This is an optimization exercise on Yosys and OpenROAD, whose aim is small area and a short achievable clock period, not a production implementation.
Only simulation tests tie the RTL to the original design; equivalence was not proved.

## flow/design.v (module list and top-level ports; edited modules follow where they fit)
// module Filter_IIR: 3728 lines
// module iir_fa: 6 lines
// module iir_ha: 6 lines
module Filter_IIR(Output, Input, clk, reset);
  // ...
==> flow/run.sh <==
#!/bin/bash
# synth_recipe.tcl (not shown) runs the flow's synth.tcl, then flattens the netlist and writes it again
# the make line also repeats each setting of config.mk as NAME=value (left out here)
make -C /OpenROAD-flow-scripts/flow DESIGN_CONFIG=/design/flow/config.mk WORK_HOME=/design/flow/orfs CLKGATE_MAP_FILE= SYNTH_SCRIPT=/design/flow/synth_recipe.tcl finish
==> flow/config.mk <==
export PLATFORM = sky130hd
export DESIGN_NAME = Filter_IIR
export DESIGN_NICKNAME = Filter_IIR
export VERILOG_FILES = /design/flow/design.v
export SDC_FILE = /design/flow/constraint.sdc
export NUM_CORES = 4
export LEC_CHECK = 0
export CAP_MARGIN = 20
export CORE_MARGIN = 2
export CORE_UTILIZATION = 40
export SLEW_MARGIN = 20
export SYNTH_HIERARCHICAL = 1
export SYNTH_MINIMUM_KEEP_SIZE = 0
==> flow/constraint.sdc <==
create_clock -name core_clock -period 40.0 [get_ports {clk}]
set_input_delay 8.0000 -clock core_clock [delete_from_list [all_inputs] [get_ports {clk}]]
set_output_delay 8.0000 -clock core_clock [all_outputs]
set_load 0.01 [all_outputs]
==> out/metrics.json, run 1 <==
{
  "outcome": "no timing/DRC/antenna violations",
  "final_max_tran_viols": 0,
  "groute.layer.met1.usage_pct": 23.1,
  "synthFlopType": "sky130_fd_sc_hd__dfrtp_1",
  "synthToLayoutAreaGrowth_pct": 7.73,
  "final_layout_non_clock_buffer_area_share_pct": 2.05,
  "yosys.area_share.adder_pct": 71.2,
  "cts.repair_timing.setup_buffer_count": 0,
  "synth.top_cells.by_count": "939 x sky130_fd_sc_hd__fa_1, 641 x sky130_fd_sc_hd__inv_1, 285 x sky130_fd_sc_hd__ha_1",
  "finish.net_count": 3803,
  "worst_setup_path_startpoint": "s1_d2[4]$_DFF_PN0_",
  "register_share_of_the_cell_area_pct": 10.2,
  "yosysUniqueCellTypes": 56,
  "sum_of_routed_wire_segments_on_met1_um": 27400,
  "die_height_um": 284,
  "die_area_mm2": 0.0808,
  "worst_path_dominant_cell_family": "adder cells",
  "hold-path-endpoint": "s1_d2[22]$_DFF_PN0_",
  "i_o_pin_count": 66,
  "number_of_placed_cells_counting_well_taps": 3566,
  "cts-root-buf": "sky130_fd_sc_hd__clkbuf_16",
  "fillCellCount": 7144,
  "numClockSinks": 138,
  "synth_mux_area_share_pct": 0
}
==> run 2, diff against run 1 <==
==> flow/flow/run.sh (new file) <==
#!/bin/bash
export BUFFER_PORTS_ARGS="-buffer_cell sky130_fd_sc_hd__buf_2"
bash standard.sh > standard.log 2>&1
==> flow/standard.sh (new file) <==
#!/bin/bash
# synth_recipe.tcl (not shown) runs the flow's synth.tcl, then flattens the netlist and writes it again
# the make line also repeats each setting of config.mk as NAME=value (left out here)
make -C /OpenROAD-flow-scripts/flow DESIGN_CONFIG=/design/flow/config.mk WORK_HOME=/design/flow/orfs CLKGATE_MAP_FILE= SYNTH_SCRIPT=/design/flow/synth_recipe.tcl "${@:-finish}"
removed: flow/run.sh
==> out/metrics.json, run 2 <==
{
  "syn-mean-instance-area": {"value": 12.7, "unit": "um2", "change": "unchanged"},
  "synth_edf_count": {"value": 0, "change": "unchanged"},
  "via_count_normalized_by_instance_count": {"value": 4.72, "change": "was 4.70"},
  "drive_gt1_share": {"value": 4.85, "unit": "%", "change": "was 2.38%"},
  "min_period": {"value": 31.95, "unit": "ns", "change": "was 32.49 ns"},
  "grt_antenna_before_repair": {"value": 0, "change": "unchanged"},
  "detailedRoute.firstIterationViolations": {"value": 808, "change": "was 632"},
  "clkLatencyLatePin": {"value": 0.49, "unit": "ns", "change": "was 0.50 ns"},
  "route.final.wire_length": {"value": 61300, "unit": "um", "change": "was 62300 um"},
  "yosysUniqueCellTypes": {"value": 56, "change": "unchanged"},
  "post_drt_wl_per_cell": {"value": 17.0, "unit": "um", "change": "was 17.3 um"},
  "synth.yosys.seq_area_share": {"value": 11.0, "unit": "%", "change": "unchanged"},
  "cts-root-buf": {"value": "sky130_fd_sc_hd__clkbuf_16", "change": "unchanged"},
  "finalSetupViolCount": {"value": 0, "change": "unchanged"},
  "synth.top_cells.by_count": {"value": "939 x sky130_fd_sc_hd__fa_1, 641 x sky130_fd_sc_hd__inv_1, 285 x sky130_fd_sc_hd__ha_1", "change": "unchanged"},
  "skew": {"value": 0.0118, "unit": "ns", "change": "was 0.0132 ns"},
  "setup.worst_path.end_class": {"value": "output pin", "change": "unchanged"},
  "grt_setup_unrepaired": {"value": "false", "change": "unchanged"},
  "critical_path_required": {"value": 32.00, "unit": "ns", "change": "about the same"},
  "path_class": {"value": "flip-flop to output pin", "change": "unchanged"},
  "numClockSinks": {"value": 138, "change": "unchanged"},
  "synthFlopType": {"value": "sky130_fd_sc_hd__dfrtp_1", "change": "unchanged"},
  "total_global_route_track_usage": {"value": 16.7, "unit": "%", "change": "was 17.0%"},
  "dp_hpwl": {"value": 55100, "unit": "um", "change": "was 55800 um"},
  "synth_nets": {"value": 3734, "change": "unchanged"},
  "syn_inst": {"value": 2476, "change": "unchanged"},
  "synth_largest_type_area_fraction": {"value": 59.8, "unit": "%", "change": "unchanged"},
  "timing.final.ws_setup": {"value": 8.05, "unit": "ns", "change": "was 7.51 ns"},
  "die_area": {"value": 0.0808, "unit": "mm2", "change": "unchanged"},
  "cts_hold_buffers": {"value": 0, "change": "unchanged"},
  "fp.dieW": {"value": 284, "unit": "um", "change": "unchanged"},
  "std_cell_rows": {"value": 102, "change": "unchanged"},
  "drc_errors": {"value": 0, "change": "unchanged"},
  "totalNegativeSetupSlack": {"value": 0, "unit": "ns", "change": "unchanged"},
  "min_path_type": {"value": "flip-flop to flip-flop", "change": "unchanged"},
  "num_antenna_cells": {"value": 0, "change": "unchanged"},
  "finalNonFillerCells": {"value": 3598, "change": "unchanged"},
  "maxCapViolations": {"value": 0, "change": "unchanged"},
  "timing.rr.start": {"value": "s1_d2[4]$_DFF_PN0_", "change": "unchanged"},
  "die_height": {"value": 284, "unit": "um", "change": "unchanged"},
  "drt.antenna.violating_nets": {"value": 0, "change": "unchanged"},
  "syn_area": {"value": 0.0314, "unit": "mm2", "change": "unchanged"},
  "path_max_fanout": {"value": 9, "change": "unchanged"},
  "grt_start_max_net_pins": {"value": 72, "change": "was 90"},
  "critical_path_arrival": {"value": 23.95, "unit": "ns", "change": "was 24.49 ns"},
  "crit_path_max_incr_delay": {"value": 0.74, "unit": "ns", "change": "was 0.79 ns"},
  "num_vias": {"value": 17000, "change": "was 16.9k"},
  "start_util": {"value": 40.5, "unit": "%", "change": "unchanged"},
  "number_of_global_route_vias_before_repair": {"value": 19900, "change": "was 20.1k"},
  "synth_top_area_cell": {"value": "sky130_fd_sc_hd__fa_1", "change": "unchanged"},
  "placement.io_buffers": {"value": 64, "change": "unchanged"},
  "drtPass1Iterations": {"value": 7, "change": "was 5"},
  "sum_of_routed_wire_segments_on_met1": {"value": 26900, "unit": "um", "change": "was 27400 um"},
  "critical-path-top-cell-by-count": {"value": "sky130_fd_sc_hd__fa_1", "change": "unchanged"},
  "final_max_tran_viols": {"value": 0, "change": "unchanged"},
  "yosysWarnings": {"value": 7, "change": "unchanged"},
  "hold_slack": {"value": 0.473, "unit": "ns", "change": "was 0.458 ns"},
  "fin_area": {"value": 0.0335, "unit": "mm2", "change": "was 0.0339 mm2"},
  "fp.coreArea": {"value": 0.0776, "unit": "mm2", "change": "unchanged"},
  "worst_setup_path_start_kind": {"value": "flip-flop", "change": "unchanged"},
  "gp_congestion": {"value": 0.824, "change": "was 0.842"},
  "max_slew_margin": {"value": 32.4, "unit": "%", "change": "was 34.8%"},
  "worst_setup_path_startpoint": {"value": "s1_d2[4]$_DFF_PN0_", "change": "unchanged"},
  "highest-signal-layer": {"value": "met4", "change": "unchanged"},
  "tritoncts": {"value": "built", "change": "unchanged"},
  "postSynth.asyncResetShare": {"value": 100, "unit": "%", "change": "unchanged"},
  "met2_length": {"value": 32000, "unit": "um", "change": "was 32700 um"},
  "max_root_sink_buffers": {"value": 2, "change": "unchanged"},
  "synthToLayoutAreaGrowth": {"value": 6.73, "unit": "%", "change": "was 7.73%"},
  "outcome": {"value": "no timing/DRC/antenna violations", "change": "unchanged"},
  "ctsHtreeMaxLevel": {"value": 4, "change": "unchanged"},
  "detailed_place.area": {"value": 0.0330, "unit": "mm2", "change": "was 0.0333 mm2"},
  "i_o_pin_count": {"value": 66, "change": "unchanged"},
  "layout.cells.most_common": {"value": "sky130_fd_sc_hd__fa_1", "change": "unchanged"},
  "finish.utilization": {"value": 43.2, "unit": "%", "change": "was 43.6%"},
  "cts-buffers-inserted": {"value": 17, "change": "unchanged"},
  "post_cts.resized_instances": {"value": 0, "change": "unchanged"},
  "finish.net_count": {"value": 3804, "change": "was 3803"},
  "met3RoutedLength": {"value": 1450, "unit": "um", "change": "was 1250 um"},
  "grt-ovfl-total": {"value": 0, "change": "unchanged"},
  "grt_first_pass_wirelength": {"value": 104000, "unit": "um", "change": "was 106000 um"},
  "number_of_placed_cells_counting_well_taps": {"value": 3567, "change": "was 3566"},
  "max_freq": {"value": 31.3, "unit": "MHz", "change": "was 30.8 MHz"},
  "hold_start": {"value": "s1_d1[0]$_DFF_PN0_", "change": "was s1_d1[22]$_DFF_PN0_"},
  "ranking_of_synthesized_cells_by_area": {"value": "sky130_fd_sc_hd__fa_1 60%, sky130_fd_sc_hd__ha_1 11%, sky130_fd_sc_hd__dfrtp_1 11%, sky130_fd_sc_hd__inv_1 7.7%, sky130_fd_sc_hd__xnor2_1 1.8%", "change": "unchanged"},
  "clk_transition_reported_paths": {"value": 0.06, "unit": "ns", "change": "was 0.07 ns"},
  "yosys.cell_count.top_type": {"value": "sky130_fd_sc_hd__fa_1", "change": "unchanged"},
  "timing_hold_violations_final": {"value": 0, "change": "unchanged"},
  "ys_seq_elements": {"value": 138, "change": "unchanged"},
  "tightestPinTransition": {"value": 1.01, "unit": "ns", "change": "was 0.975 ns"},
  "most-common-layout-cells": {"value": "939 x sky130_fd_sc_hd__fa_1, 641 x sky130_fd_sc_hd__inv_1, 285 x sky130_fd_sc_hd__ha_1", "change": "unchanged"},
  "detailedPlace.worstSlack": {"value": 8.40, "unit": "ns", "change": "was 7.65 ns"},
  "worst_path_max_delay_cell": {"value": "sky130_fd_sc_hd__xor2_1", "change": "unchanged"},
  "cts.repair_timing.setup_buffer_count": {"value": 0, "change": "unchanged"},
  "min_period_over_period": {"value": 79.9, "unit": "%", "change": "was 81.2%"}
}
run 2: routing by layer:
layer | global-route usage [%] | vias up
met4 | 3.92 | 0
li1 | - | 7496
met2 | 28.3 | 180
met5 | 0 | -
met3 | 2.09 | 45
met1 | 22.9 | 9257
run 2: logic make-up (layout without fill, tap and decap cells):
group / after synthesis / after routing / synth area share, %
and+or+nand+nor: 163 / 163 / 2.70
adders and majority gates: 1224 / 1224 / 71.2
AOI/OAI and AO/OA: 178 / 178 / 3.83
xor gates and xnor gates: 111 / 111 / 3.14
buffers and inverters: 662 / 744 / 8.16
DFF: 138 / 138 / 11.0
run 2: final timing paths:
path / endpoint / slack [ns] / cells after the start
setup reg to reg: s3_d1[22]$_DFF_PN0_ / 13.16 / 73
hold reg to reg: s1_d2[0]$_DFF_PN0_ / 0.47 / 0
max in group asynchronous: s1_d1[16]$_DFF_PN0_ / 30.98 / 2
min in group asynchronous: s3_d1[3]$_DFF_PN0_ / 7.54 / 1
hold / removal: s1_d2[0]$_DFF_PN0_ / 0.47 / 0
setup / recovery: Output[27] / 8.05 / 71
run 2: area by class of cell:
class / count / area [um2]
multi-input combinational: 1676 / 25400
inverter: 641 / 2410
fill: 7228 / 44100
tap: 1040 / 1300
sequential: 138 / 3450
clock inverter: 13 / 145
timing repair buffer: 72 / 387
clock buffer: 18 / 439
run 2: worst max-delay path, delay by kind of cell (launching register included):
kind / cells / cell delay, ns
compound gates: 15 / 4.03
xor+xnor: 4 / 1.68
fa+ha+maj: 39 / 15.25
buf+inv: 5 / 0.52
flops: 1 / 0.49
simple gates: 8 / 1.46
run 2: modules after synthesis (local to each module, per instance):
module / flops+latches / cell area, um2
Filter_IIR: 138 / 12100
iir_fa: 0 / 20.0
iir_ha: 0 / 12.5
==> run 3, diff against run 2 <==
--- a/flow/config.mk
+++ b/flow/config.mk
@@ -7,7 +7,8 @@
 export LEC_CHECK = 0
 export CAP_MARGIN = 20
 export CORE_MARGIN = 2
-export CORE_UTILIZATION = 40
+export CORE_UTILIZATION = 60
+export GPL_TIMING_DRIVEN = 1
 export SLEW_MARGIN = 20
 export SYNTH_HIERARCHICAL = 1
 export SYNTH_MINIMUM_KEEP_SIZE = 0
==> out/metrics.json, run 3 <==
{
  "path_class": {"value": "flip-flop to output pin", "change": "unchanged"},
  "finish.net_count": {"value": 3806, "change": "was 3804"},
  "synth_largest_type_area_fraction": {"value": 59.8, "unit": "%", "change": "unchanged"},
  "yosysWarnings": {"value": 7, "change": "unchanged"},
  "dp_hpwl": {"value": 56100, "unit": "um", "change": "was 55100 um"},
  "yosys.cell_count.top_type": {"value": "sky130_fd_sc_hd__fa_1", "change": "unchanged"},
  "grt_first_pass_wirelength": {"value": 108000, "unit": "um", "change": "was 104000 um"},
  "synthFlopType": {"value": "sky130_fd_sc_hd__dfrtp_1", "change": "unchanged"},
  "number_of_placed_cells_counting_well_taps": {"value": 3209, "change": "was 3567"},
  "ranking_of_synthesized_cells_by_area": {"value": "sky130_fd_sc_hd__fa_1 60%, sky130_fd_sc_hd__ha_1 11%, sky130_fd_sc_hd__dfrtp_1 11%, sky130_fd_sc_hd__inv_1 7.7%, sky130_fd_sc_hd__xnor2_1 1.8%", "change": "unchanged"},
  "grt-ovfl-total": {"value": 0, "change": "unchanged"},
  "drt.antenna.violating_nets": {"value": 0, "change": "unchanged"},
  "die_height": {"value": 233, "unit": "um", "change": "was 284 um"},
  "synth_top_area_cell": {"value": "sky130_fd_sc_hd__fa_1", "change": "unchanged"},
  "syn-mean-instance-area": {"value": 12.7, "unit": "um2", "change": "unchanged"},
  "syn_area": {"value": 0.0314, "unit": "mm2", "change": "unchanged"},
  "setup.worst_path.end_class": {"value": "output pin", "change": "unchanged"},
  "grt_start_max_net_pins": {"value": 72, "change": "unchanged"},
  "timing_hold_violations_final": {"value": 0, "change": "unchanged"},
  "totalNegativeSetupSlack": {"value": 0, "unit": "ns", "change": "unchanged"},
  "worst_path_max_delay_cell": {"value": "sky130_fd_sc_hd__xor2_1", "change": "unchanged"},
  "path_max_fanout": {"value": 9, "change": "unchanged"},
  "placement.io_buffers": {"value": 64, "change": "unchanged"},
  "fp.coreArea": {"value": 0.0515, "unit": "mm2", "change": "was 0.0776 mm2"},
  "clkLatencyLatePin": {"value": 0.48, "unit": "ns", "change": "was 0.49 ns"},
  "i_o_pin_count": {"value": 66, "change": "unchanged"},
  "ys_seq_elements": {"value": 138, "change": "unchanged"},
  "ctsHtreeMaxLevel": {"value": 4, "change": "unchanged"},
  "synth_edf_count": {"value": 0, "change": "unchanged"},
  "cts-buffers-inserted": {"value": 17, "change": "unchanged"},
  "synthToLayoutAreaGrowth": {"value": 5.63, "unit": "%", "change": "was 6.73%"},
  "total_global_route_track_usage": {"value": 26.6, "unit": "%", "change": "was 16.7%"},
  "synth.top_cells.by_count": {"value": "939 x sky130_fd_sc_hd__fa_1, 641 x sky130_fd_sc_hd__inv_1, 285 x sky130_fd_sc_hd__ha_1", "change": "unchanged"},
  "tightestPinTransition": {"value": 0.944, "unit": "ns", "change": "was 1.01 ns"},
  "syn_inst": {"value": 2476, "change": "unchanged"},
  "drtPass1Iterations": {"value": 5, "change": "was 7"},
  "post_cts.resized_instances": {"value": 0, "change": "unchanged"},
  "synth.yosys.seq_area_share": {"value": 11.0, "unit": "%", "change": "unchanged"},
  "fp.dieW": {"value": 233, "unit": "um", "change": "was 284 um"},
  "max_root_sink_buffers": {"value": 2, "change": "unchanged"},
  "crit_path_max_incr_delay": {"value": 0.75, "unit": "ns", "change": "was 0.74 ns"},
  "std_cell_rows": {"value": 83, "change": "was 102"},
  "route.final.wire_length": {"value": 63100, "unit": "um", "change": "was 61300 um"},
  "skew": {"value": 0.0165, "unit": "ns", "change": "was 0.0118 ns"},
  "maxCapViolations": {"value": 0, "change": "unchanged"},
  "max_freq": {"value": 31.4, "unit": "MHz", "change": "was 31.3 MHz"},
  "numClockSinks": {"value": 138, "change": "unchanged"},
  "detailedRoute.firstIterationViolations": {"value": 576, "change": "was 808"},
  "drive_gt1_share": {"value": 4.96, "unit": "%", "change": "was 4.85%"},
  "num_vias": {"value": 17000, "change": "about the same"},
  "num_antenna_cells": {"value": 0, "change": "unchanged"},
  "min_period": {"value": 31.83, "unit": "ns", "change": "was 31.95 ns"},
  "timing.final.ws_setup": {"value": 8.17, "unit": "ns", "change": "was 8.05 ns"},
  "post_drt_wl_per_cell": {"value": 19.5, "unit": "um", "change": "was 17.0 um"},
  "number_of_global_route_vias_before_repair": {"value": 20400, "change": "was 19.9k"},
  "critical-path-top-cell-by-count": {"value": "sky130_fd_sc_hd__fa_1", "change": "unchanged"},
  "tritoncts": {"value": "built", "change": "unchanged"},
  "final_max_tran_viols": {"value": 0, "change": "unchanged"},
  "detailedPlace.worstSlack": {"value": 8.75, "unit": "ns", "change": "was 8.40 ns"},
  "drc_errors": {"value": 0, "change": "unchanged"},
  "worst_setup_path_start_kind": {"value": "flip-flop", "change": "unchanged"},
  "cts.repair_timing.setup_buffer_count": {"value": 0, "change": "unchanged"},
  "grt_setup_unrepaired": {"value": "false", "change": "unchanged"},
  "cts-root-buf": {"value": "sky130_fd_sc_hd__clkbuf_16", "change": "unchanged"},
  "critical_path_arrival": {"value": 23.83, "unit": "ns", "change": "was 23.95 ns"},
  "finalNonFillerCells": {"value": 3241, "change": "was 3598"},
  "grt_antenna_before_repair": {"value": 1, "change": "was 0"},
  "synth_nets": {"value": 3734, "change": "unchanged"},
  "yosysUniqueCellTypes": {"value": 56, "change": "unchanged"},
  "cts_hold_buffers": {"value": 0, "change": "unchanged"},
  "gp_congestion": {"value": 0.903, "change": "was 0.824"},
  "clk_transition_reported_paths": {"value": 0.06, "unit": "ns", "change": "about the same"},
  "outcome": {"value": "no timing/DRC/antenna violations", "change": "unchanged"},
  "min_period_over_period": {"value": 79.6, "unit": "%", "change": "was 79.9%"},
  "critical_path_required": {"value": 32.00, "unit": "ns", "change": "about the same"},
  "via_count_normalized_by_instance_count": {"value": 5.25, "change": "was 4.72"},
  "most-common-layout-cells": {"value": "939 x sky130_fd_sc_hd__fa_1, 641 x sky130_fd_sc_hd__inv_1, 285 x sky130_fd_sc_hd__ha_1", "change": "unchanged"},
  "max_slew_margin": {"value": 37.1, "unit": "%", "change": "was 32.4%"},
  "layout.cells.most_common": {"value": "sky130_fd_sc_hd__fa_1", "change": "unchanged"},
  "min_path_type": {"value": "flip-flop to flip-flop", "change": "unchanged"},
  "finalSetupViolCount": {"value": 0, "change": "unchanged"},
  "die_area": {"value": 0.0542, "unit": "mm2", "change": "was 0.0808 mm2"},
  "postSynth.asyncResetShare": {"value": 100, "unit": "%", "change": "unchanged"},
  "start_util": {"value": 61.0, "unit": "%", "change": "was 40.5%"}
}
-- run 3: changes by cell type in the layout (fill, tap and decap cells not counted) --
cell,before,now
sky130_fd_sc_hd__clkbuf_8,1,0
sky130_fd_sc_hd__inv_6,3,1
sky130_fd_sc_hd__buf_4,8,10
sky130_fd_sc_hd__clkinvlp_4,3,0
sky130_fd_sc_hd__bufinv_16,2,6
sky130_fd_sc_hd__clkinv_4,3,5
sky130_fd_sc_hd__clkinv_2,2,3
-- run 3: worst max-delay path: cells and delay by family (launching register included) --
kind	cells	cell delay, ns
DFF	1	0.48
adders and majority gates	39	15.21
xor gates and xnor gates	4	1.61
buffers and inverters	7	0.63
and+or+nand+nor	8	1.46
AOI/OAI and AO/OA	15	3.93
-- run 3: layout make-up --
class,count,area (um2)
Clock buffer,17,425
Sequential cell,138,3450
Clock inverter,15,248
Fill cell,4026,18300
Inverter,641,2410
Tap cell,680,851
Timing Repair Buffer,74,402
Multi-Input combinational cell,1676,25400
-- run 3: logic make-up (layout without fill, tap and decap cells) --
| kind of cell | after synthesis | after routing | synth area share [%] |
|---|---|---|---|
| buf+inv | 662 | 747 | 8.16 |
| compound gates | 178 | 178 | 3.83 |
| simple gates | 163 | 163 | 2.70 |
| flops | 138 | 138 | 11.0 |
| fa+ha+maj | 1224 | 1224 | 71.2 |
| xor+xnor | 111 | 111 | 3.14 |
-- run 3: metrics by stage --
stage	hold WS [ns]	utilization, %	instance area, um2
6_report	0.502	64.4	33200
4_1_cts	0.495	64.4	33200
3_5_place_dp	0.479	63.1	32500
5_1_grt	0.518	64.4	33200
3_3_place_gp	0.458	63.1	32500
2_1_floorplan	0.401	-	31400
-- run 3: metal layers --
layer	up-vias	GRT usage, %	share of wire, %
li1	7490	-	-
met1	9109	38.1	44
met2	337	42.4	49
met3	71	4.69	4.6
met4	0	7.60	2.2
met5	-	0	0
-- run 3: worst paths after layout --
check	from	endpoint	slack (ns)	cells past startpoint
setup / recovery	s1_d2[4]$_DFF_PN0_	Output[28]	8.17	73
hold / removal	s1_d1[0]$_DFF_PN0_	s1_d2[0]$_DFF_PN0_	0.50	0
setup reg to reg	s1_d2[4]$_DFF_PN0_	s3_d1[22]$_DFF_PN0_	13.11	74
hold reg to reg	s1_d1[0]$_DFF_PN0_	s1_d2[0]$_DFF_PN0_	0.50	0
max in group asynchronous	reset	s1_d2[4]$_DFF_PN0_	31.10	2
min in group asynchronous	reset	s3_d1[1]$_DFF_PN0_	7.54	1
-- run 3: modules after synthesis (local to each module, per instance) --
module	flip-flops and latches	cell area, um2
Filter_IIR	138	12100
iir_fa	0	20.0
iir_ha	0	12.5

[separate check: timing with driven ports]
In the flow no input, the clock included, has a driving cell. The finished layouts below were timed again as built, in two steps.
Step 1 (the two cells are an assumption about what drives the block):
set clk [get_ports {clk}]
set_driving_cell -lib_cell sky130_fd_sc_hd__clkbuf_16 $clk
set_driving_cell -lib_cell sky130_fd_sc_hd__buf_2 [delete_from_list [all_inputs] $clk]
Step 2 also shifts input and output timing later by t, the mid clock arrival at the registers, as if the neighbouring blocks saw the same clock.
Three values: ideal ports, drivers, drivers and shift; two values: the first two.
| run | shift t [ns] | setup WS [ns] | worst setup path after step 2 | worst slew at a driven data input, ns | pins driven straight from the clock port |
|---|---|---|---|---|---|
| run 1 | 0.552 | 7.512 / 7.451 / 7.646 | input to output | 0.06 | 1 |
| run 2 | 0.550 | 8.051 / 7.989 / 8.539 | register to output | 0.04 | 1 |
| run 3 | 0.534 | 8.175 / 8.115 / 8.649 | register to output | 0.08 | 1 |
After both steps setup and hold are still met in every run listed.
